What follows belongs to an exercise in optimizing a design on an open flow for small area; a production flow would make more cautious choices.
RTL that was checked went through simulation tests only; none was proved equivalent to the original.
Only the layout flow was run in run 1; the RTL was not checked for function there.
The clock cells of runs 3 to 6 come from the design's own scripts or RTL, not from TritonCTS.
The flow treats the clock pin as an ideal source. Dropping or thinning the clock tree relies on that and would not hold on a real chip.
Power and IR drop assume default switching activity.

$ cat flow/flow/run.sh
#!/bin/bash
# Own layout flow: standard synthesis, then an area re-mapping of its combinational logic
# (registers untouched), then the standard ORFS layout with small port buffers and one clock buffer
# (flow/pre_cts.tcl) in place of a clock tree.
set -euo pipefail
W=$PWD
R=$W/orfs/results/$FLOW_PLATFORM/HC_SR04_module/base
F=$W/flow
bash standard.sh synth > $W/log_1_standard_synth.txt 2>&1
cp $R/1_2_yosys.v $W/std_1_2_yosys.v
LIB=$FLOW_HOME/platforms/sky130hd/lib/sky130_fd_sc_hd__tt_025C_1v80.lib \
DONT="sky130_fd_sc_hd__probe_p_8 sky130_fd_sc_hd__probec_p_8 sky130_fd_sc_hd__lpflow_*" \
IN=$W/std_1_2_yosys.v OUT=$W/resyn.v TOP=$FLOW_TOP ABC_SCRIPT=$F/area.abc \
  yosys -c $F/resyn.tcl > $W/log_2_resyn.txt 2>&1
cp $W/resyn.v $R/1_2_yosys.v
rm -f $R/1_synth.odb $R/1_synth.sdc
bash standard.sh BUFFER_PORTS_ARGS="-buffer_cell sky130_fd_sc_hd__buf_1" SKIP_REPAIR_TIE_FANOUT=1 \
  PRE_CTS_TCL=$F/pre_cts.tcl CTS_ARGS="-sink_clustering_enable -repair_clock_nets -clk_nets clk -buf_list sky130_fd_sc_hd__clkbuf_16" \
  finish > $W/log_3_layout.txt 2>&1
$ cat flow/flow/area.abc
strash
&get -n
&deepsyn -T 20
&put
dch -f
&get -n
&nf -a
&put
$ cat flow/flow/pre_cts.tcl
# Drive the flip-flops' clock pins from one clock buffer placed at their centroid.
set sx 0; set sy 0; set n 0
foreach p [get_pins -hierarchical */CLK] {
  set inst [[sta::sta_to_db_pin $p] getInst]
  set bb [$inst getBBox]
  set sx [expr {$sx + ([$bb xMin] + [$bb xMax]) / 2.0}]
  set sy [expr {$sy + ([$bb yMin] + [$bb yMax]) / 2.0}]
  incr n
}
set dbu [[ord::get_db_tech] getDbUnitsPerMicron]
set x [expr {$sx / $n / $dbu}]
set y [expr {$sy / $n / $dbu}]
puts "clock buffer at $x $y for $n sinks"
insert_buffer -buffer_cell sky130_fd_sc_hd__clkbuf_16 -net clk -buffer_name clkbuf_root -location [list $x $y]
$ cat flow/flow/resyn.tcl
# Re-map the combinational logic of the standard synthesis netlist for area.
# Flip-flops (and tie cells) are kept as the very same instances, names and cell types.
yosys -import
set lib $::env(LIB)
read_liberty -ignore_miss_func $lib
read_verilog $::env(IN)
hierarchy -top $::env(TOP)
set keep {}
set used [lsort -unique [regexp -all -inline {sky130_fd_sc_hd__\w+} [read [open $::env(IN)]]]]
foreach t $used {
  if {[regexp {^sky130_fd_sc_hd__(df|conb_)} $t]} {
    setattr -mod -set keep_hierarchy 1 $t
    lappend keep $t
  }
}
flatten
hierarchy -top $::env(TOP)
foreach t $keep { blackbox $t }
opt_clean -purge
set dont {}
foreach c $::env(DONT) { lappend dont -dont_use $c }
abc -liberty $lib {*}$dont -script $::env(ABC_SCRIPT)
opt_clean -purge
stat -liberty $lib
write_verilog -noattr -nohex -nodec $::env(OUT)
$ cat flow/standard.sh
#!/bin/bash
# synth_recipe.tcl (not shown) runs the flow's synth.tcl, then flattens the netlist and writes it again
# the make line also repeats each setting of config.mk as NAME=value (left out here)
make -C /OpenROAD-flow-scripts/flow DESIGN_CONFIG=/design/flow/config.mk WORK_HOME=/design/flow/orfs CLKGATE_MAP_FILE= SYNTH_SCRIPT=/design/flow/synth_recipe.tcl "${@:-finish}"
$ cat flow/config.mk
export PLATFORM = sky130hd
export DESIGN_NAME = HC_SR04_module
export DESIGN_NICKNAME = HC_SR04_module
export VERILOG_FILES = /design/flow/design.v
export SDC_FILE = /design/flow/constraint.sdc
export NUM_CORES = 4
export LEC_CHECK = 0
export ABC_AREA = 0
export ABC_CLOCK_PERIOD_IN_PS = 100000
export CAP_MARGIN = 20
export CORE_MARGIN = 2
export CORE_UTILIZATION = 70
export CTS_BUF_LIST = sky130_fd_sc_hd__clkbuf_8
export SLEW_MARGIN = 20
$ cat flow/constraint.sdc
create_clock -name core_clock -period 12.0 [get_ports {clk}]
set_input_delay 2.4000 -clock core_clock [delete_from_list [all_inputs] [get_ports {clk}]]
set_output_delay 2.4000 -clock core_clock [all_outputs]
set_load 0.01 [all_outputs]
$ cat flow/design.v
`timescale 1ns / 1ps
module HC_SR04_module (
    input  clk,
    input  reset,
    input  start_trigger,
    input  data,
    output start_tick,
    output [15:0] o_data,
    output done
);
    localparam IDLE = 2'd0, START = 2'd1, WAIT = 2'd2, DATA = 2'd3;
    reg [6:0] div;
    wire tick = div[6] & div[5] & ~div[4] & ~div[2] & div[1] & div[0];
    reg [1:0] state;
    reg [8:0] q;
    reg [5:0] r;
    reg done_reg;
    wire in_start = (state == START);
    wire in_data  = (state == DATA);
    wire r_last   = r[5] & r[4] & r[3] & r[0];          
    wire r_ninth  = r[3] & r[0];                        
    wire q_last   = q[8] & q[7] & q[3] & q[2] & q[1] & q[0];  
    wire count    = in_data & data & tick;
    assign start_tick = in_start & (r != 6'd0);
    assign o_data = {7'd0, q};
    assign done = done_reg;
    always @(posedge clk, posedge reset) begin
        if (reset) begin
            div <= 7'h23;
        end else begin
            div <= {div[5:0], div[6] ^ div[0] ^ tick};
        end
    end
    always @(posedge clk, posedge reset) begin
        if (reset) begin
            state <= IDLE;
            q <= 9'd0;
            done_reg <= 1'b0;
        end else begin
            done_reg <= in_data & ~data;
            case (state)
                IDLE:  if (start_trigger) state <= START;
                START: if (tick) begin
                    q <= 9'd0;
                    if (r_ninth) state <= WAIT;
                end
                WAIT:  if (data) state <= DATA;
                DATA:  if (!data) state <= IDLE;
                       else if (tick && r_last) begin
                           q <= q + 9'd1;
                           if (q_last) state <= IDLE;
                       end
            endcase
        end
    end
    always @(posedge clk) begin
        if (!state[0])
            r <= 6'd0;
        else if (tick && (in_start || data))
            r <= r_last ? 6'd0 : r + 6'd1;
    end
endmodule
==> results of run 1 <==
[report_power, final]
group              switching [uW]  internal [uW]  total, uW
registers      0.0000000000000124           83.9       83.9
logic                        2.23          0.249       2.48
clock network                19.7           15.3       35.0
total                        22.0           99.5        121
[critical path, delay by kind of cell]
kind / cells / cell delay, ns
AOI/OAI and AO/OA: 1 / 0.15
and+or+nand+nor: 5 / 1.40
buffers and inverters: 1 / 0.07
[cell type report, without the clock buffers]
cell class,count,area [um^2]
sequential,25,599
multi-input combinational,69,384
fill,71,214
timing repair buffer,14,52.6
tap,15,18.8
inverter,2,7.51
[through the flow]
step | hold slack (ns) | util, % | setup WS (ns) | instance area (um^2)
6_report | 0.366 | 83.6 | 8.08 | 1090
5_1_grt | 0.386 | 83.6 | 7.95 | 1090
4_1_cts | 0.347 | 83.2 | 7.95 | 1080
3_5_place_dp | 0.339 | 81.3 | 7.86 | 1060
3_3_place_gp | 0.345 | 81.3 | 8.02 | 1060
2_1_floorplan | 0.331 | - | 8.23 | 986
[placed cells by master (no fill, tap or decap)]
cell type,n
a31oi_1,2
a21oi_1,8
nand4b_1,1
dfstp_2,3
o21bai_1,1
nor2b_1,1
clkinv_1,2
a21o_1,1
nand4bb_1,1
buf_1,14
conb_1,1
o21ai_0,2
nand2b_1,2
clkbuf_16,1
o21a_1,3
nor3_1,11
nand4_1,1
and3_1,4
nor3b_1,1
nor2_1,11
nor3_2,1
nor4_1,4
nand2_1,4
or3_1,1
and2_0,8
dfxtp_1,6
dfrtp_1,16
[worst max path at each step]
stage          slack [ns]  endpoint  from  cells after the start
3_3_place_gp         8.02      q[6]  data                      7
4_1_cts              7.95      q[8]  data                      7
3_5_place_dp         7.86      q[8]  data                      7
5_1_grt              7.95      q[8]  data                      7
2_1_floorplan        8.23      q[8]  data                      6
6_report             8.08      q[8]  data                      7
[routing by layer]
layer  GRT usage (%)  part of all wire (%)
met1            30.5                    43
met2            41.9                    49
met3           0.870                   4.5
met4            7.74                   3.4
met5               0                     0
==> results.yml, run 1 <==
min_path:
  worst_case_hold_path_end_point: "div[4]"
  hold_start: "div[3]"
  hold-path-cell-count: 0
  min-delay-path-class: "reg -> reg"
critical_path:
  worstPathRequired_ns: 12.09
  crit-reg2reg-capture: "q[8]"
  cp_slowest_cell: "nor4_1"
  rr_startpoint: "div[1]"
  worst-r2r-setup-slack_ns: 9.53
  highest_net_fanout_along_the_worst_path: 5
  critical_path_class: "in -> reg"
  timing.reg2reg.worst_path_depth: 6
  setup.worst_path.end_class: "flip-flop"
  cp-start-kind: "input pin"
  worst_path_largest_cell_delay_ns: 0.53
  arrival_ns: 4.01
  cp_cell_sequence: "buf_1 -> nor2b_1 -> and2_0 -> nor4_1 -> nand4_1 -> or3_1 -> a21oi_1"
sta:
  final_period_minus_worst_setup_slack_ns: 3.92
  min_period_over_period_pct: 32.7
  rsz0062_at_grt: "no"
  worst_margin_pin_slew_ns: 0.648
  timing.final.setup_violations: 0
  setup-tns-final_ns: 0
  timing_max_transition_violations_final: 0
  achievable-frequency_ghz: 0.255
  finalClockSkew_ns: 0.00793
  final-hold-violation-count: 0
  relative_max_transition_margin_pct: 56.6
clock_network:
  postCtsSetupBuffers: 0
  ctsResizeCount: 0
  cts_hold_buffers: 0
  clock_insertion_delay_at_the_later_pin_of_the_skew_report_ns: 0.16
  cts.reportedPaths.clkPinSlew_ns: 0.09
global_route:
  grt_start_max_net_pins: 26
  groute.usage.overall_pct: 23.4
  wire_length_of_the_first_global_routing_pass_mm: 3.24
  first_global_vias: 756
  grt_antenna_before_repair: 0
  global_route.overflow_total: 0
die:
  initial_core_util_pct: 75.8
  io_pins: 22
  chipWidth_um: 41.5
  fp.dieArea_um2: 1720
  fp-row-count: 13
  floorplan.die.height_um: 41.5
  total_core_area_um2: 1300
cells_and_area:
  top_register: "q"
  layout.nets: 117
  areaGrowthSynthToFinish_pct: 10.3
  largest_register_ffs: 9
  antenna_cells: 0
  drive_gt1_share_pct: 4.50
  finalNonFillerCells: 126
  largestRegisters: "q: 9 flops, div: 7 flops, r: 6 flops"
routing:
  wire_per_inst_um: 15.3
  dr.pass1.iters: 4
  drc: 0
  routed_wl_mm: 1.93
  first_iter_violations: 8
  post_drt_via_cell_ratio: 6.28
  dr_total_vias: 791
  final_antenna_net_count: 0
power_and_ir_drop:
  power_leakage_uw: 0.000443
  power.ir.vdd_worst_mv: 0.111
  design_power_total_uw: 121
  pwr_density_cell_nw_per_um2: 112
place:
  dpl.cell_count: 125
  port_buffers: 14
  detailed_place_hpwl_mm: 1.49
  place_congestion: 0.766
run_status:
  status: "complete, no violations"
yosys:
  syn_nets: 100
  syn-instance-count: 96
  cell_area_after_technology_mapping_um2: 986
  count_of_yosys_warnings_during_synthesis: 1
  post_synth.cell_area_avg_um2: 10.3
run:
  number_of_violations_of_the_max_capacitance_limit: 0
==> run 2, diff against run 1 <==
--- a/flow/design.v
+++ b/flow/design.v
@@ -19,7 +19,7 @@
     wire in_data  = (state == DATA);
-    wire r_last   = r[5] & r[4] & r[3] & r[0];          
-    wire r_ninth  = r[3] & r[0];                        
+    wire r_last   = r[4] & ~r[3] & ~r[2] & ~r[1] & ~r[0];  
+    wire r_ninth  = r[3] & ~r[2];                         
     wire q_last   = q[8] & q[7] & q[3] & q[2] & q[1] & q[0];  
     wire count    = in_data & data & tick;
-    assign start_tick = in_start & (r != 6'd0);
+    assign start_tick = in_start & (r[1] | r[0]);       
     assign o_data = {7'd0, q};
@@ -57,5 +57,5 @@
         if (!state[0])
-            r <= 6'd0;
+            r <= 6'h20;
         else if (tick && (in_start || data))
-            r <= r_last ? 6'd0 : r + 6'd1;
+            r <= {r[4:0], r[5] ^ r[0] ^ r_last};
     end
==> flow/flow/pre_cts.tcl (replaced) <==
# Drive the flip-flops' clock pins from a few clock buffers, each placed at the centroid
# of the group of flip-flops it drives (groups split along the longer side).
set bufcell sky130_fd_sc_hd__buf_4
set ngroups 2
set dbu [[ord::get_db_tech] getDbUnitsPerMicron]
set sinks {}
foreach p [get_pins -hierarchical */CLK] {
  set bb [[[sta::sta_to_db_pin $p] getInst] getBBox]
  lappend sinks [list [expr {([$bb xMin] + [$bb xMax]) / 2.0}] [expr {([$bb yMin] + [$bb yMax]) / 2.0}] $p]
}
set xs [lmap s $sinks {lindex $s 0}]; set ys [lmap s $sinks {lindex $s 1}]
set w [expr {[tcl::mathfunc::max {*}$xs] - [tcl::mathfunc::min {*}$xs]}]
set h [expr {[tcl::mathfunc::max {*}$ys] - [tcl::mathfunc::min {*}$ys]}]
set key [expr {$w >= $h ? 0 : 1}]
set sinks [lsort -real -index $key $sinks]
set n [llength $sinks]
for {set g 0} {$g < $ngroups} {incr g} {
  set lo [expr {$g * $n / $ngroups}]
  set hi [expr {($g + 1) * $n / $ngroups - 1}]
  set grp [lrange $sinks $lo $hi]
  set sx 0; set sy 0; set pins {}
  foreach s $grp { set sx [expr {$sx + [lindex $s 0]}]; set sy [expr {$sy + [lindex $s 1]}]; lappend pins [lindex $s 2] }
  set k [llength $grp]
  set x [expr {$sx / $k / $dbu}]; set y [expr {$sy / $k / $dbu}]
  puts "clock buffer $g at $x $y for $k sinks"
  insert_buffer -buffer_cell $bufcell -net clk -load_pins $pins -buffer_name clkbuf_$g -location [list $x $y]
}
==> run 2 against run 1 <==
Compared with the run above: critical endpoint is now q[7]; synthesized cell count shrank 13%; maximum frequency shrank 0.19%; clock power grew 130%; still clean on timing, DRC and antenna; die area shrank 3.2%; sequential share of layout area shrank 1.6 points.
==> results.yml, run 2 <==
run_status:
  status: "complete, no violations"
place:
  dpl.cell_count: 114
  place_area_um2: 1030
  place_congestion: 0.688
  port_buffers: 14
  detailed_place_hpwl_mm: 1.26
  pre_cts_ws_ns: 7.71
die:
  io_pins: 22
  fp.dieArea_um2: 1670
  total_core_area_um2: 1280
  chipWidth_um: 40.9
  initial_core_util_pct: 74.0
  fp-row-count: 13
  floorplan.die.height_um: 40.9
routing:
  wire_per_inst_um: 17.6
  routed_wl_mm: 2.09
  dr_total_vias: 715
  drc: 0
  post_drt_via_cell_ratio: 6.01
  first_iter_violations: 15
  dr.pass1.iters: 4
  final_antenna_net_count: 0
critical_path:
  timing.critical_path.mode_cell: "and4_1"
  setup.worst_path.end_class: "flip-flop"
  rr_startpoint: "div[5]"
  timing.critical_path.from: "data"
  worstPathRequired_ns: 12.25
  cp-start-kind: "input pin"
  cp_num_buf_inv: 2
  worst-r2r-setup-slack_ns: 9.50
  worst_setup_path_endpoint: "q[7]"
  critical_path_class: "in -> reg"
  worst_path_largest_cell_delay_ns: 0.33
  timing.reg2reg.worst_path_depth: 8
  cp_cell_sequence: "buf_1 -> nor2b_1 -> nor4b_1 -> buf_4 -> and4_1 -> and4_1 -> and2_0 -> and3_1 -> nor3_1"
  cp_slowest_cell: "nor4b_1"
  crit-reg2reg-capture: "q[7]"
  highest_net_fanout_along_the_worst_path: 9
  arrival_ns: 4.18
  critical_path_depth: 9
  timing.critical_path.max_delay_family: "simple AND/OR/NAND/NOR gates"
sta:
  final_period_minus_worst_setup_slack_ns: 3.93
  min_period_over_period_pct: 32.7
  worst_margin_pin_slew_ns: 0.644
  relative_max_transition_margin_pct: 56.8
  timing_max_transition_violations_final: 0
  finalClockSkew_ns: 0.00295
  timing.final.ws_setup_ns: 8.07
  final-hold-violation-count: 0
  setup-tns-final_ns: 0
  timing.final.setup_violations: 0
  achievable-frequency_ghz: 0.254
  rsz0062_at_grt: "no"
global_route:
  first_global_vias: 724
  global_route.overflow_total: 0
  wire_length_of_the_first_global_routing_pass_mm: 3.21
  grt_start_max_net_pins: 20
  grt_antenna_before_repair: 0
  groute.usage.overall_pct: 31.5
power_and_ir_drop:
  cellInternalPower_uw: 140
  design_power_total_uw: 178
  power_frac_seq_pct: 49.5
  power.ir.vdd_worst_mv: 0.117
  pwr_density_cell_nw_per_um2: 159
  gate_power_share_pct: 5.0
  p_clk_share_pct: 45.5
  p_sw_share_pct: 21.4
  power_leakage_uw: 0.000495
  p_switching_uw: 38.1
clock_network:
  ctsResizeCount: 0
  postCtsSetupBuffers: 0
  tritoncts: "yes"
  cts.reportedPaths.clkPinSlew_ns: 0.11
  numCtsBuffers: 3
  clock_insertion_delay_at_the_later_pin_of_the_skew_report_ns: 0.38
  cts_hold_buffers: 0
cells_and_area:
  layout.nets: 110
  top_register: "q"
  antenna_cells: 0
  finalNonFillerCells: 119
  largest_register_ffs: 9
  final_cell_mix: "16 x dfrtp_1, 14 x buf_1, 11 x nor2_1"
  areaGrowthSynthToFinish_pct: 17.8
  drive_gt1_share_pct: 8.65
  final_area_um2: 1120
  layout.cells.most_common: "dfrtp_1"
  largestRegisters: "q: 9 flops, div: 7 flops, r: 6 flops"
yosys:
  post_synth.cell_area_avg_um2: 11.3
  syn-instance-count: 84
  syn_nets: 88
  count_of_yosys_warnings_during_synthesis: 1
  cell_area_after_technology_mapping_um2: 951
run:
  number_of_violations_of_the_max_capacitance_limit: 0
min_path:
  min-delay-path-class: "reg -> reg"
==> run 2: worst min-delay path by stage <==
stage	endpoint	startpoint	slack [ns]	cells after the start
3_3_place_gp	div[4]	div[3]	0.33	0
6_report	div[4]	div[3]	0.37	0
4_1_cts	div[4]	div[3]	0.38	0
3_5_place_dp	div[4]	div[3]	0.34	0
2_1_floorplan	div[4]	div[3]	0.33	0
5_1_grt	div[4]	div[3]	0.39	0
==> run 2: final cells by class, without the clock buffers <==
class	instances	area (um^2)
fill	59	165
sequential	25	599
multi-input combinational	56	340
inverter	3	11.3
timing repair buffer	15	60.1
tap	15	18.8
==> run 2: power by group through the flow <==
stage / Clock [uW] / Combinational (uW) / Sequential, uW
after global placement: 0 / 7.96 / 89.3
after global routing: 85.0 / 9.81 / 88.6
after CTS: 80.7 / 8.79 / 88.0
after floorplan: 0 / 6.31 / 89.0
after detailed placement: 0 / 8.27 / 89.5
final: 80.8 / 8.87 / 88.0
==> run 2: metrics by stage <==
stage,hold slack [ns],utilization [%]
final,0.372,87.1
after global routing,0.393,87.1
after CTS,0.375,87.1
after detailed placement,0.345,80.1
after global placement,0.333,80.1
after floorplan,0.331,-
==> run 2: metal layers <==
metal  GRT usage (%)  vias to the layer above  wire, um
met5               0                        -         0
li1                -                      342         -
met2            53.9                       29      1010
met1            34.4                      337       898
met4            19.2                        0        61
met3            8.15                        7       119
==> run 3, diff against run 2 <==
--- a/flow/flow/run.sh
+++ b/flow/flow/run.sh
@@ -17,3 +17,3 @@
 bash standard.sh BUFFER_PORTS_ARGS="-buffer_cell sky130_fd_sc_hd__buf_1" SKIP_REPAIR_TIE_FANOUT=1 \
-  PRE_CTS_TCL=$F/pre_cts.tcl CTS_ARGS="-sink_clustering_enable -repair_clock_nets -clk_nets clk -buf_list sky130_fd_sc_hd__clkbuf_16" \
+  PRE_CTS_TCL=$F/pre_cts.tcl \
   finish > $W/log_3_layout.txt 2>&1
==> flow/flow/pre_cts.tcl (replaced) <==
# Clock distribution for this small design: instead of a clock tree, the flip-flops'
# clock pins are split into 2 groups along the longer side of their spread, and
# each group is driven by one buf_4 placed at the group's centroid, fed by the clock port.
set bufcell sky130_fd_sc_hd__buf_4
set ngroups 2
set dbu [[ord::get_db_tech] getDbUnitsPerMicron]
set sinks {}
foreach p [get_pins -hierarchical */CLK] {
  set bb [[[sta::sta_to_db_pin $p] getInst] getBBox]
  lappend sinks [list [expr {([$bb xMin] + [$bb xMax]) / 2.0}] [expr {([$bb yMin] + [$bb yMax]) / 2.0}] $p]
}
set xs [lmap s $sinks {lindex $s 0}]
set ys [lmap s $sinks {lindex $s 1}]
set w [expr {[tcl::mathfunc::max {*}$xs] - [tcl::mathfunc::min {*}$xs]}]
set h [expr {[tcl::mathfunc::max {*}$ys] - [tcl::mathfunc::min {*}$ys]}]
set sinks [lsort -real -index [expr {$w >= $h ? 0 : 1}] $sinks]
set n [llength $sinks]
for {set g 0} {$g < $ngroups} {incr g} {
  set grp [lrange $sinks [expr {$g * $n / $ngroups}] [expr {($g + 1) * $n / $ngroups - 1}]]
  set sx 0
  set sy 0
  set pins {}
  foreach s $grp {
    set sx [expr {$sx + [lindex $s 0]}]
    set sy [expr {$sy + [lindex $s 1]}]
    lappend pins [lindex $s 2]
  }
  set k [llength $grp]
  set x [expr {$sx / $k / $dbu}]
  set y [expr {$sy / $k / $dbu}]
  puts "clock buffer $g ($bufcell) at $x $y for $k sinks"
  insert_buffer -buffer_cell $bufcell -net clk -load_pins $pins -buffer_name clkbuf_$g -location [list $x $y]
}

# The clock is distributed; the CTS step's clock_tree_synthesis call has nothing left to do.
rename clock_tree_synthesis orfs_clock_tree_synthesis
proc clock_tree_synthesis {args} {
  puts "clock_tree_synthesis skipped: clock buffers inserted by pre_cts.tcl"
}
==> run 3 against run 2 <==
Compared with the run above: synthesized cell count unchanged; maximum frequency decreased by 5.5%; still clean on timing, DRC and antenna; combinational power fell by 6.7%; critical endpoint unchanged; synthesized area unchanged.
==> results.yml, run 3 <==
die:
  floorplan.die.height_um: 40.9
  io_pins: 22
  fp.dieArea_um2: 1670
  total_core_area_um2: 1280
  fp-row-count: 13
  initial_core_util_pct: 74.0
  chipWidth_um: 40.9
global_route:
  grt_start_max_net_pins: 20
  global_route.overflow_total: 0
  groute.usage.overall_pct: 22.2
  grt_antenna_before_repair: 0
  first_global_vias: 589
  wire_length_of_the_first_global_routing_pass_mm: 2.49
power_and_ir_drop:
  gate_power_share_pct: 6.6
  p_clk_share_pct: 22.8
  power.ir.vdd_worst_mv: 0.0829
  pwr_density_cell_nw_per_um2: 119
  p_switching_uw: 27.3
  p_sw_share_pct: 21.9
  cellInternalPower_uw: 97.3
  power_frac_seq_pct: 70.6
  power_leakage_uw: 0.000458
cells_and_area:
  layout.cells.most_common: "dfrtp_1"
  final_cell_mix: "16 x dfrtp_1, 14 x buf_1, 11 x nor2_1"
  areaGrowthSynthToFinish_pct: 9.87
  drive_gt1_share_pct: 5.94
  top_register: "q"
  final_area_um2: 1040
  antenna_cells: 0
  utilization_pct: 81.3
  largestRegisters: "q: 9 flops, div: 7 flops, r: 6 flops"
  largest_register_ffs: 9
  layout.nets: 107
sta:
  relative_max_transition_margin_pct: 56.9
  min_period_over_period_pct: 34.7
  finalClockSkew_ns: 0.00990
  timing.final.ws_setup_ns: 7.84
  final-hold-violation-count: 0
  timing.final.setup_violations: 0
  rsz0062_at_grt: "no"
  final_period_minus_worst_setup_slack_ns: 4.16
  achievable-frequency_ghz: 0.240
  timing_max_transition_violations_final: 0
  setup-tns-final_ns: 0
  worst_margin_pin_slew_ns: 0.642
critical_path:
  crit-reg2reg-capture: "q[7]"
  rr_startpoint: "div[5]"
  timing.reg2reg.worst_path_depth: 8
  worstPathRequired_ns: 12.01
  worst-r2r-setup-slack_ns: 9.50
  arrival_ns: 4.17
  timing.critical_path.from: "data"
  critical_path_class: "in -> reg"
  worst_setup_path_endpoint: "q[7]"
  cp-start-kind: "input pin"
  setup.worst_path.end_class: "flip-flop"
  highest_net_fanout_along_the_worst_path: 9
place:
  detailed_place_hpwl_mm: 1.26
  pre_cts_ws_ns: 7.71
  place_area_um2: 1030
  port_buffers: 14
  place_congestion: 0.688
clock_network:
  cts.reportedPaths.clkPinSlew_ns: 0.10
  ctsResizeCount: 0
  clock_insertion_delay_at_the_later_pin_of_the_skew_report_ns: 0.15
  postCtsSetupBuffers: 0
  cts_hold_buffers: 0
min_path:
  min-delay-path-class: "reg -> reg"
  hold_start: "div[3]"
routing:
  post_drt_via_cell_ratio: 5.79
  dr_total_vias: 672
  final_antenna_net_count: 0
  dr.pass1.iters: 4
  wire_per_inst_um: 14.2
  first_iter_violations: 7
  routed_wl_mm: 1.65
  drc: 0
yosys:
  post_synth.cell_area_avg_um2: 11.3
  syn_nets: 88
  count_of_yosys_warnings_during_synthesis: 1
  syn-instance-count: 84
  cell_area_after_technology_mapping_um2: 951
run_status:
  status: "complete, no violations"
run:
  number_of_violations_of_the_max_capacitance_limit: 0
## run 3: final cells by class, without the clock buffers
cell class | instances | area [um^2]
Tap cell | 15 | 18.8
Sequential cell | 25 | 599
Timing Repair Buffer | 15 | 60.1
Multi-Input combinational cell | 56 | 340
Inverter | 3 | 11.3
Fill cell | 79 | 240
## run 3: power groups by stage
stage,Clock (uW),Combinational (uW),Sequential (uW)
final,28.4,8.28,87.9
after global routing,31.6,9.46,88.3
after CTS,21.3,8.35,89.5
after detailed placement,0,8.27,89.5
after global placement,0,7.96,89.3
after floorplan,0,6.31,89.0
## run 3: worst min path at each step
stage	to	slack, ns	depth (start not counted)
2_1_floorplan	div[4]	0.33	0
3_3_place_gp	div[4]	0.33	0
3_5_place_dp	div[4]	0.34	0
4_1_cts	div[4]	0.34	0
5_1_grt	div[4]	0.37	0
6_report	div[4]	0.36	0
## run 3: per-stage QoR
stage	power, uW	std cells	hold WS (ns)
6_report	125	116	0.360
5_1_grt	129	116	0.369
3_3_place_gp	97.2	114	0.333
2_1_floorplan	95.3	84	0.331
4_1_cts	119	116	0.341
3_5_place_dp	97.8	114	0.345
## run 3: worst max-delay path, stage by stage
cell	delay (ns)
buf_1	0.09
nor2b_1	0.08
nor4b_1	0.35
buf_4	0.22
and4_1	0.27
and4_1	0.28
and2_0	0.26
and3_1	0.18
nor3_1	0.05
## run 3: routing by layer
metal	wire length, um	global-route usage [%]	up-vias
met4	21	3.33	0
met5	0	0	-
met1	779	27.7	315
met2	791	41.8	13
li1	-	-	342
met3	56	1.63	2
==> run 4, diff against run 3 <==
--- a/flow/flow/pre_cts.tcl
+++ b/flow/flow/pre_cts.tcl
@@ -1,6 +1,6 @@
 # Clock distribution for this small design: instead of a clock tree, the flip-flops'
-# clock pins are split into 2 groups along the longer side of their spread, and
-# each group is driven by one buf_4 placed at the group's centroid, fed by the clock port.
-set bufcell sky130_fd_sc_hd__buf_4
-set ngroups 2
+# clock pins are split into 1 groups along the longer side of their spread, and
+# each group is driven by one buf_12 placed at the group's centroid, fed by the clock port.
+set bufcell sky130_fd_sc_hd__buf_12
+set ngroups 1
 set dbu [[ord::get_db_tech] getDbUnitsPerMicron]
==> run 4 against run 3 <==
Compared with the run above: critical path depth is the same; die area is the same; worst setup slack lost 0.024 ns; first-iteration DRC count shrank 43%; clock power grew 14%; flip-flop and latch count is the same; final cell count shrank 0.86%; routed wire length grew 2.1%; largest cell class unchanged.
==> results.yml, run 4 <==
cells_and_area:
  layout.area.seq_um2: 599
  antenna_cells: 0
  drive_gt1_share_pct: 5.00
  areaGrowthSynthToFinish_pct: 10.4
  final_cell_mix: "16 x dfrtp_1, 14 x buf_1, 11 x nor2_1"
  final_area_um2: 1050
  fillerInstances: 76
  multi_input_area_um2: 340
  finalNonFillerCells: 115
  largestRegisters: "q: 9 flops, div: 7 flops, r: 6 flops"
  layout.cells.most_common: "dfrtp_1"
  largest_register_ffs: 9
  utilization_pct: 81.7
  layout.nets: 106
  top_register: "q"
global_route:
  wire_length_of_the_first_global_routing_pass_mm: 2.49
  groute.usage.overall_pct: 22.1
  grt_start_max_net_pins: 26
  grt_antenna_before_repair: 0
  global_route.overflow_total: 0
  first_global_vias: 564
power_and_ir_drop:
  gate_power_share_pct: 6.6
  power_frac_seq_pct: 68.4
  power_leakage_uw: 0.000458
  cellInternalPower_uw: 102
  p_sw_share_pct: 20.7
  power.ir.vdd_worst_mv: 0.0835
  p_clk_share_pct: 25.0
  pwr_density_cell_nw_per_um2: 123
  p_switching_uw: 26.7
sta:
  final_period_minus_worst_setup_slack_ns: 4.18
  worst_margin_pin_slew_ns: 0.660
  timing.final.ws_setup_ns: 7.82
  relative_max_transition_margin_pct: 55.7
  final-hold-violation-count: 0
  achievable-frequency_ghz: 0.239
  timing_max_transition_violations_final: 0
  finalClockSkew_ns: 0.00354
  rsz0062_at_grt: "no"
  timing.final.setup_violations: 0
  min_period_over_period_pct: 34.9
  setup-tns-final_ns: 0
critical_path:
  highest_net_fanout_along_the_worst_path: 9
  cp_cell_sequence: "buf_1 -> nor2b_1 -> nor4b_1 -> buf_4 -> and4_1 -> and4_1 -> and2_0 -> and3_1 -> nor3_1"
  worstPathRequired_ns: 11.99
  arrival_ns: 4.17
  timing.critical_path.mode_cell: "and4_1"
  worst_path_largest_cell_delay_ns: 0.36
  cp-start-kind: "input pin"
  setup.worst_path.end_class: "flip-flop"
  cp_slowest_cell: "nor4b_1"
  critical_path_class: "in -> reg"
min_path:
  min-delay-path-class: "reg -> reg"
place:
  place_area_um2: 1030
  dpl.cell_count: 114
  detailed_place_hpwl_mm: 1.26
  port_buffers: 14
  place_congestion: 0.688
  pre_cts_ws_ns: 7.71
clock_network:
  cts_hold_buffers: 0
  ctsResizeCount: 0
  cts.reportedPaths.clkPinSlew_ns: 0.09
  postCtsSetupBuffers: 0
  clock_insertion_delay_at_the_later_pin_of_the_skew_report_ns: 0.13
yosys:
  cell_area_after_technology_mapping_um2: 951
  syn_nets: 88
  count_of_yosys_warnings_during_synthesis: 1
  post_synth.cell_area_avg_um2: 11.3
  syn-instance-count: 84
routing:
  wire_per_inst_um: 14.6
  dr_total_vias: 667
  dr.pass1.iters: 4
  routed_wl_mm: 1.68
  first_iter_violations: 4
  final_antenna_net_count: 0
  post_drt_via_cell_ratio: 5.80
  drc: 0
die:
  fp-row-count: 13
  initial_core_util_pct: 74.0
  floorplan.die.height_um: 40.9
  chipWidth_um: 40.9
  fp.dieArea_um2: 1670
  total_core_area_um2: 1280
  io_pins: 22
run_status:
  status: "complete, no violations"
run:
  number_of_violations_of_the_max_capacitance_limit: 0
## run 4: worst max-delay path, delay by kind of cell
| family | cells | cell delay [ns] |
|---|---|---|
| simple gates | 7 | 1.48 |
| buf+inv | 2 | 0.31 |
## run 4: layout make-up, without the clock buffers
type | count | share of cell area (%)
Sequential cell | 25 | 57.1
Tap cell | 15 | 1.79
Inverter | 3 | 1.07
Timing Repair Buffer | 15 | 5.72
Multi-Input combinational cell | 56 | 32.4
## run 4: per-layer routing
layer	vias up	GRT usage [%]	share of wire, %
met1	318	29.4	46
li1	337	-	-
met3	0	1.63	3.3
met4	0	1.67	0
met2	12	40.2	51
met5	-	0	0
## run 4: per-stage QoR
stage | total power (uW) | hold slack (ns)
after CTS | 124 | 0.341
after global routing | 134 | 0.365
after floorplan | 95.3 | 0.331
after detailed placement | 97.8 | 0.345
after global placement | 97.2 | 0.333
final | 129 | 0.357
## run 4: power by group through the flow
stage / clock (uW) / sequential (uW) / combinational, uW
4_1_cts: 26.1 / 89.7 / 8.59
3_5_place_dp: 0 / 89.5 / 8.27
6_report: 32.3 / 88.1 / 8.49
5_1_grt: 35.6 / 88.4 / 9.70
2_1_floorplan: 0 / 89.0 / 6.31
3_3_place_gp: 0 / 89.3 / 7.96
## run 4: final timing paths
| kind | startpoint | to | slack, ns | cells past startpoint |
|---|---|---|---|---|
| min in group asynchronous | reset | q[6] | 2.25 | 2 |
| worst min register to register | div[3] | div[4] | 0.36 | 0 |
| worst max-delay path | data | q[7] | 7.82 | 9 |
| worst max register to register | div[5] | q[7] | 9.49 | 8 |
| worst min-delay path | div[3] | div[4] | 0.36 | 0 |
| max in group asynchronous | reset | div[5] | 9.40 | 2 |
==> run 5, diff against run 4 <==
==> flow/flow/area.abc (replaced) <==
strash
dc2
&get -n
&deepsyn -T 20
&put
dch -f
&get -n
&nf -a -R 1000
&put
mfs2 -a
strash
dch -f
amap
--- a/flow/config.mk
+++ b/flow/config.mk
@@ -10,5 +10,5 @@
 export CAP_MARGIN = 20
-export CORE_MARGIN = 2
-export CORE_UTILIZATION = 70
-export CTS_BUF_LIST = sky130_fd_sc_hd__clkbuf_8
+export CORE_AREA = 2 2 62 62
+export DIE_AREA = 0 0 64 64
+export PLACE_DENSITY = 0.9
 export SLEW_MARGIN = 20
==> run 5 against run 4 <==
Compared with the run above: register-to-register slack worse by 0.42 ns; highest routed layer is now met4; design area up 0.12%; synthesized area down 3.2%; worst hold slack better by 0.0037 ns; routed wire length down 3.9%; largest power group unchanged; core utilization down 51 points; die area up 150%; critical endpoint is now q[8]; critical path type unchanged; maximum frequency down 4.8%; worst setup slack worse by 0.21 ns; clock skew about the same.
==> results.yml, run 5 <==
min_path:
  min-delay-path-class: "reg -> reg"
  worst_case_hold_path_end_point: "div[4]"
  hold-path-cell-count: 0
  hold_start: "div[3]"
global_route:
  groute.usage.overall_pct: 7.98
  first_global_vias: 602
  global_route.overflow_total: 0
  grt_start_max_net_pins: 26
  grt_antenna_before_repair: 0
  wire_length_of_the_first_global_routing_pass_mm: 2.74
yosys:
  cell_area_after_technology_mapping_um2: 921
  post_synth.cell_area_avg_um2: 10.0
  syn-instance-count: 92
  count_of_yosys_warnings_during_synthesis: 1
  syn_nets: 96
die:
  io_pins: 22
  chipWidth_um: 64
  initial_core_util_pct: 27.2
  total_core_area_um2: 3390
  fp-row-count: 21
  floorplan.die.height_um: 64
  fp.dieArea_um2: 4100
sta:
  timing.final.setup_violations: 0
  setup-tns-final_ns: 0
  timing_max_transition_violations_final: 0
  relative_max_transition_margin_pct: 45.9
  final-hold-violation-count: 0
  achievable-frequency_ghz: 0.228
  final_period_minus_worst_setup_slack_ns: 4.39
  finalClockSkew_ns: 0.00308
  min_period_over_period_pct: 36.6
  worst_margin_pin_slew_ns: 0.806
  rsz0062_at_grt: "no"
routing:
  wire_per_inst_um: 10.6
  final_antenna_net_count: 0
  post_drt_via_cell_ratio: 4.35
  first_iter_violations: 15
  routed_wl_mm: 1.62
  dr.pass1.iters: 4
  drc: 0
  dr_total_vias: 666
clock_network:
  clock_insertion_delay_at_the_later_pin_of_the_skew_report_ns: 0.13
  cts_hold_buffers: 0
  ctsResizeCount: 0
  postCtsSetupBuffers: 0
  cts.reportedPaths.clkPinSlew_ns: 0.09
run_status:
  status: "complete, no violations"
critical_path:
  critical_path_class: "in -> reg"
  highest_net_fanout_along_the_worst_path: 6
  rr_startpoint: "div[5]"
  worst-r2r-setup-slack_ns: 9.07
  timing.reg2reg.worst_path_depth: 14
  arrival_ns: 4.43
  setup.worst_path.end_class: "flip-flop"
  worstPathRequired_ns: 12.04
  cp-start-kind: "input pin"
  crit-reg2reg-capture: "q[8]"
cells_and_area:
  antenna_cells: 0
  largest_register_ffs: 9
  layout.nets: 113
  utilization_pct: 31.0
  drive_gt1_share_pct: 3.74
  top_register: "q"
  areaGrowthSynthToFinish_pct: 14.1
  layout.area.seq_um2: 599
  fillerInstances: 349
  final_cell_mix: "16 x dfrtp_1, 14 x buf_1, 12 x nor2_1"
  final_area_um2: 1050
  multi_input_area_um2: 280
  layout.cells.most_common: "dfrtp_1"
  largestRegisters: "q: 9 flops, div: 7 flops, r: 6 flops"
place:
  place_area_um2: 1030
  port_buffers: 14
  detailed_place_hpwl_mm: 1.29
  place_congestion: 0.852
power_and_ir_drop:
  power_leakage_uw: 0.000402
  pwr_density_cell_nw_per_um2: 119
  power.ir.vdd_worst_mv: 0.0456
run:
  number_of_violations_of_the_max_capacitance_limit: 0
## run 5: cell count changes in the layout (fill, tap and decap cells not counted), sizes merged, moves of 4 or more
cell    before  now
nand2        2    7
a21oi        2    6
o21ai        0    4
a22o         4    0
clkinv       3   11
o22ai        0    4
## run 5: through the flow
step           worst slack, ns  total power (uW)  hold WS (ns)  instances
2_1_floorplan             7.93              92.9         0.331         92
3_3_place_gp              7.60              94.6         0.338        152
3_5_place_dp              7.47              94.8         0.338        152
4_1_cts                   7.47               121         0.344        153
5_1_grt                   7.27               131         0.368        153
6_report                  7.61               125         0.361        153
## run 5: worst max-delay path, cell delays in order
cell      delay (ns)
buf_1           0.11
nor2_1          0.08
nor2_1          0.13
nand2_1         0.14
nor2_1          0.21
and2_0          0.27
and3_1          0.25
nand2_1         0.13
nor2_1          0.20
nand2_1         0.10
nor2_1          0.17
nor2_1          0.06
a211oi_1        0.18
## run 5: cell type report, without the clock buffers
cell class                      count  share of cell area, %
Timing Repair Buffer               14                   5.00
Inverter                           11                   3.93
Tap cell                           46                   5.48
Multi-Input combinational cell     56                   26.7
Sequential cell                    25                   57.0
## run 5: worst max path at each step
stage / start / end / slack (ns) / depth (start not counted)
5_1_grt: data / q[8] / 7.27 / 13
4_1_cts: data / q[8] / 7.47 / 13
3_5_place_dp: data / q[8] / 7.47 / 13
6_report: data / q[8] / 7.61 / 13
3_3_place_gp: data / q[8] / 7.60 / 13
2_1_floorplan: data / q[8] / 7.93 / 12
## run 5: per-layer routing
| metal | wire, um | GRT usage [%] |
|---|---|---|
| met5 | 0 | 0 |
| met4 | 19 | 1.09 |
| met3 | 107 | 0.880 |
| met2 | 697 | 12.2 |
| met1 | 794 | 12.3 |
## run 5: where the power goes
group          switching, uW  total (uW)  internal [uW]
Clock                   18.7        32.3           13.6
Combinational           4.79        6.34           1.55
Sequential              1.48        86.7           85.2
Total                   25.0         125            100
==> run 6, diff against run 5 <==
==> flow/flow/run.sh (replaced) <==
#!/bin/bash
# Own layout flow: standard synthesis, then an area re-mapping of its combinational logic
# (registers untouched; several ABC scripts tried in parallel, the smallest result kept),
# then the standard ORFS layout with small port buffers and, in place of a clock tree,
# the clock buffers that flow/pre_cts.tcl inserts.
set -euo pipefail
W=$PWD
R=$W/orfs/results/$FLOW_PLATFORM/HC_SR04_module/base
F=$W/flow
bash standard.sh synth > $W/log_1_standard_synth.txt 2>&1
cp $R/1_2_yosys.v $W/std_1_2_yosys.v
export LIB=$FLOW_HOME/platforms/sky130hd/lib/sky130_fd_sc_hd__tt_025C_1v80.lib
export DONT="sky130_fd_sc_hd__probe_p_8 sky130_fd_sc_hd__probec_p_8 sky130_fd_sc_hd__lpflow_*"
export IN=$W/std_1_2_yosys.v TOP=$FLOW_TOP
mkdir -p $W/resyn
ls $F/abc_*.abc | xargs -P ${NUM_CORES:-4} -I{} bash -c \
  'b=$(basename {} .abc); OUT=$0/resyn/$b.v ABC_SCRIPTS={} yosys -c $1/resyn.tcl > $0/log_2_resyn_$b.txt 2>&1 || true' $W $F
best=""; best_area=""
for l in $W/log_2_resyn_abc_*.txt; do
  b=$(basename $l .txt); b=${b#log_2_resyn_}
  a=$(grep -m1 "RESYN best" $l | awk '{print $NF}') || true
  [[ -n "$a" && -f $W/resyn/$b.v ]] || continue
  if [[ -z "$best" ]] || awk -v a=$a -v b=$best_area 'BEGIN{exit !(a<b)}'; then best=$b; best_area=$a; fi
done
echo "resynthesis: $best area $best_area" > $W/log_2_resyn_choice.txt
if [[ -n "$best" ]]; then
  cp $W/resyn/$best.v $R/1_2_yosys.v
  rm -f $R/1_synth.odb $R/1_synth.sdc
fi
bash standard.sh BUFFER_PORTS_ARGS="-buffer_cell sky130_fd_sc_hd__buf_1" SKIP_REPAIR_TIE_FANOUT=1 \
  PRE_CTS_TCL=$F/pre_cts.tcl \
  finish > $W/log_3_layout.txt 2>&1
==> flow/flow/abc_p1_0.abc (new file) <==
strash
dc2
&get -n
&deepsyn -J 1000 -S 0
&put
dch -f
&get -n
&nf -a -R 1000
&put
mfs2 -a
strash
dch -f
amap
==> flow/flow/abc_p1_12.abc (new file) <==
strash
dc2
&get -n
&deepsyn -J 1000 -S 12
&put
dch -f
&get -n
&nf -a -R 1000
&put
mfs2 -a
strash
dch -f
amap
==> flow/flow/abc_p1_3.abc (new file) <==
strash
dc2
&get -n
&deepsyn -J 1000 -S 3
&put
dch -f
&get -n
&nf -a -R 1000
&put
mfs2 -a
strash
dch -f
amap
==> flow/flow/abc_p1_6.abc (new file) <==
strash
dc2
&get -n
&deepsyn -J 1000 -S 6
&put
dch -f
&get -n
&nf -a -R 1000
&put
mfs2 -a
strash
dch -f
amap
==> flow/flow/abc_p1_9.abc (new file) <==
strash
dc2
&get -n
&deepsyn -J 1000 -S 9
&put
dch -f
&get -n
&nf -a -R 1000
&put
mfs2 -a
strash
dch -f
amap
==> flow/flow/abc_p3_3.abc (new file) <==
strash
&get -n
&syn2
&put
&get -n
&deepsyn -J 1000 -S 3
&put
dch -f
&get -n
&nf -a -R 1000
&put
mfs2 -a
strash
dch -f
amap
==> flow/flow/abc_p3_6.abc (new file) <==
strash
&get -n
&syn2
&put
&get -n
&deepsyn -J 1000 -S 6
&put
dch -f
&get -n
&nf -a -R 1000
&put
mfs2 -a
strash
dch -f
amap
==> flow/flow/abc_p5_0.abc (new file) <==
strash
&get -n
&synch2
&put
dc2
&get -n
&deepsyn -J 1000 -S 0
&put
dch -f
&get -n
&nf -a -R 1000
&put
mfs2 -a
strash
dch -f
amap
--- a/flow/flow/pre_cts.tcl
+++ b/flow/flow/pre_cts.tcl
@@ -1,6 +1,6 @@
 # Clock distribution for this small design: instead of a clock tree, the flip-flops'
-# clock pins are split into 1 groups along the longer side of their spread, and
-# each group is driven by one buf_12 placed at the group's centroid, fed by the clock port.
-set bufcell sky130_fd_sc_hd__buf_12
-set ngroups 1
+# clock pins are split into 2 groups along the longer side of their spread, and
+# each group is driven by one buf_4 placed at the group's centroid, fed by the clock port.
+set bufcell sky130_fd_sc_hd__buf_4
+set ngroups 2
 set dbu [[ord::get_db_tech] getDbUnitsPerMicron]
--- a/flow/flow/resyn.tcl
+++ b/flow/flow/resyn.tcl
@@ -2,2 +2,3 @@
 # Flip-flops (and tie cells) are kept as the very same instances, names and cell types.
+# Each ABC script in $ABC_SCRIPTS is tried; the smallest result is written.
 yosys -import
@@ -21,4 +22,23 @@
 foreach c $::env(DONT) { lappend dont -dont_use $c }
-abc -liberty $lib {*}$dont -script $::env(ABC_SCRIPT)
-opt_clean -purge
+design -save pre
+set best_area 1e12
+set best_script {}
+foreach sc $::env(ABC_SCRIPTS) {
+  design -load pre
+  if {[catch {abc -liberty $lib {*}$dont -script $sc} err]} {
+    puts "RESYN $sc failed: $err"
+    continue
+  }
+  opt_clean -purge
+  set st [tee -q -s result.string stat -liberty $lib]
+  if {![regexp {Chip area for module '[^']*': ([0-9.]+)} $st -> area]} { continue }
+  puts "RESYN $sc area $area"
+  if {$area < $best_area} {
+    set best_area $area
+    set best_script $sc
+    design -save best
+  }
+}
+puts "RESYN best $best_script area $best_area"
+design -load best
 stat -liberty $lib
removed: flow/flow/area.abc
==> run 6 against run 5 <==
Compared with the run above: largest cell class unchanged; first-iteration DRC count increased by 27%; critical path type unchanged; routed wire length decreased by 0.37%; total power fell by 3.7%.
==> results.yml, run 6 <==
cells_and_area:
  top_register: "q"
  final_cell_mix: "16 x dfrtp_1, 14 x buf_1, 12 x nor2_1"
  layout.cells.most_common: "dfrtp_1"
  areaGrowthSynthToFinish_pct: 13.6
  drive_gt1_share_pct: 4.63
  finalNonFillerCells: 154
  layout.nets: 114
  antenna_cells: 0
  largest_register_ffs: 9
  largestRegisters: "q: 9 flops, div: 7 flops, r: 6 flops"
die:
  initial_core_util_pct: 27.2
  floorplan.die.height_um: 64
  fp-row-count: 21
  fp.dieArea_um2: 4100
  chipWidth_um: 64
  io_pins: 22
  total_core_area_um2: 3390
critical_path:
  critical_path_class: "in -> reg"
  cp-start-kind: "input pin"
  worst-r2r-setup-slack_ns: 9.07
  setup.worst_path.end_class: "flip-flop"
  timing.critical_path.mode_cell: "nor2_1"
  worstPathRequired_ns: 12.05
  worst_path_largest_cell_delay_ns: 0.27
  cp_cell_sequence: "buf_1 -> nor2_1 -> nor2_1 -> nand2_1 -> nor2_1 -> and2_0 -> and3_1 -> nand2_1 -> nor2_1 -> nand2_1 -> nor2_1 -> nor2_1 -> a211oi_1"
  worst_setup_path_endpoint: "q[8]"
  timing.critical_path.from: "data"
  crit-reg2reg-capture: "q[8]"
  cp_num_buf_inv: 1
  cp_slowest_cell: "and2_0"
  timing.critical_path.max_delay_family: "simple AND/OR/NAND/NOR gates"
  rr_startpoint: "div[5]"
  highest_net_fanout_along_the_worst_path: 6
  critical_path_depth: 13
  timing.reg2reg.worst_path_depth: 14
  arrival_ns: 4.44
routing:
  met2_length_um: 690
  post_drt_via_cell_ratio: 4.30
  routed_wl_mm: 1.61
  first_iter_violations: 19
  wl_met3_um: 90
  drc: 0
  dr.max_layer_used: "met4"
  met1_routed_wirelength_after_detailed_routing_um: 812
  dr.pass1.iters: 4
  dr_total_vias: 662
  wire_per_inst_um: 10.5
  final_antenna_net_count: 0
sta:
  timing_max_transition_violations_final: 0
  timing.final.ws_setup_ns: 7.61
  final_period_minus_worst_setup_slack_ns: 4.39
  finalClockSkew_ns: 0.00363
  achievable-frequency_ghz: 0.228
  rsz0062_at_grt: "no"
  timing.final.setup_violations: 0
  setup-tns-final_ns: 0
  worst_margin_pin_slew_ns: 0.801
  final-hold-violation-count: 0
  relative_max_transition_margin_pct: 46.2
  min_period_over_period_pct: 36.5
clock_network:
  postCtsSetupBuffers: 0
  ctsResizeCount: 0
  clock_insertion_delay_at_the_later_pin_of_the_skew_report_ns: 0.14
  cts_hold_buffers: 0
  cts.reportedPaths.clkPinSlew_ns: 0.10
global_route:
  global_route.overflow_total: 0
  groute.usage.overall_pct: 7.95
  grt_start_max_net_pins: 20
  first_global_vias: 614
  wire_length_of_the_first_global_routing_pass_mm: 2.74
  grt_antenna_before_repair: 0
yosys:
  post_synth.cell_area_avg_um2: 10.0
  count_of_yosys_warnings_during_synthesis: 1
  cell_area_after_technology_mapping_um2: 921
  syn_nets: 96
  syn-instance-count: 92
place:
  pre_cts_ws_ns: 7.47
  dpl.cell_count: 152
  port_buffers: 14
  place_congestion: 0.852
  detailed_place_hpwl_mm: 1.29
power_and_ir_drop:
  design_power_total_uw: 121
  pwr_density_cell_nw_per_um2: 115
  power.ir.vdd_worst_mv: 0.0424
  power_leakage_uw: 0.000402
run_status:
  status: "complete, no violations"
run:
  number_of_violations_of_the_max_capacitance_limit: 0
min_path:
  min-delay-path-class: "reg -> reg"
-- run 6: cell count changes in the layout (fill, tap and decap cells not counted), sizes merged --
cell and delta:
buf +1
-- run 6: final cells by class, without the clock buffers --
type / count / area (um^2)
timing repair buffer: 14 / 52.6
tap: 46 / 57.6
sequential: 25 / 599
multi-input combinational: 56 / 280
fill: 352 / 2340
inverter: 11 / 41.3
-- run 6: power by group --
part           internal [uW]  total, uW  leakage [uW]  switching, uW
combinational           1.55       6.35      0.000105           4.81
clock                   8.80       27.7    0.00000961           18.9
sequential              85.2       86.7      0.000287           1.49
total                   95.5        121      0.000402           25.2
-- run 6: how the worst min path moves through the flow --
stage | from | cells past startpoint | to
floorplan | div[3] | 0 | div[4]
global placement | div[3] | 0 | div[4]
detailed placement | div[3] | 0 | div[4]
CTS | div[3] | 0 | div[4]
global route | div[3] | 0 | div[4]
finish | div[3] | 0 | div[4]
-- run 6: layer usage --
| metal | vias to the layer above | global-route usage (%) |
|---|---|---|
| li1 | 347 | - |
| met1 | 295 | 12.3 |
| met2 | 18 | 12.2 |
| met3 | 2 | 0.704 |
| met4 | 0 | 1.09 |
| met5 | - | 0 |
-- run 6: metrics by stage --
stage	utilization (%)	hold slack (ns)	instance area [um^2]
2_1_floorplan	-	0.331	921
3_3_place_gp	30.4	0.338	1030
3_5_place_dp	30.4	0.338	1030
4_1_cts	30.9	0.344	1050
5_1_grt	30.9	0.372	1050
6_report	30.9	0.364	1050

-- re-timing with driven ports --
The results above use ideal ports. As a check the final layouts listed here were re-extracted and re-timed, cells and wires unchanged.
Step 1, drivers: a clkbuf_16 drives clk and a buf_2 each remaining input, both assumed.
Step 2 adds t to the input delays and takes it off the output delays; t is the mean of the earliest and latest rising clock arrival at the registers after step 1. Input paths then give back, and output paths get back, about the clock's delay inside the block.
Three values: no drivers, after step 1, after step 2; two values: the first two.
run	t (ns)	setup slack, ns	hold WS [ns]	worst slew at a driven data input, ns	pins driven straight from the clock port
run 1	0.180	8.078 / 8.076 / 7.896	0.366 / 0.366 / 0.366	0.03	1
run 2	0.415	8.070 / 8.078 / 7.663	0.372 / 0.372 / 0.372	0.03	1
run 3	0.171	7.842 / 7.844 / 7.673	0.360 / 0.360 / 0.360	0.03	2
run 4	0.153	7.817 / 7.821 / 7.668	0.357 / 0.357 / 0.357	0.03	1
run 5	0.157	7.607 / 7.607 / 7.450	0.361 / 0.361 / 0.361	0.03	1
run 6	0.169	7.614 / 7.610 / 7.441	0.364 / 0.364 / 0.364	0.03	2
After both steps every run listed still meets setup and hold. For run 2, which loses most, drivers alone change the setup slack by +0.008 ns; drivers and shift together by -0.407 ns.
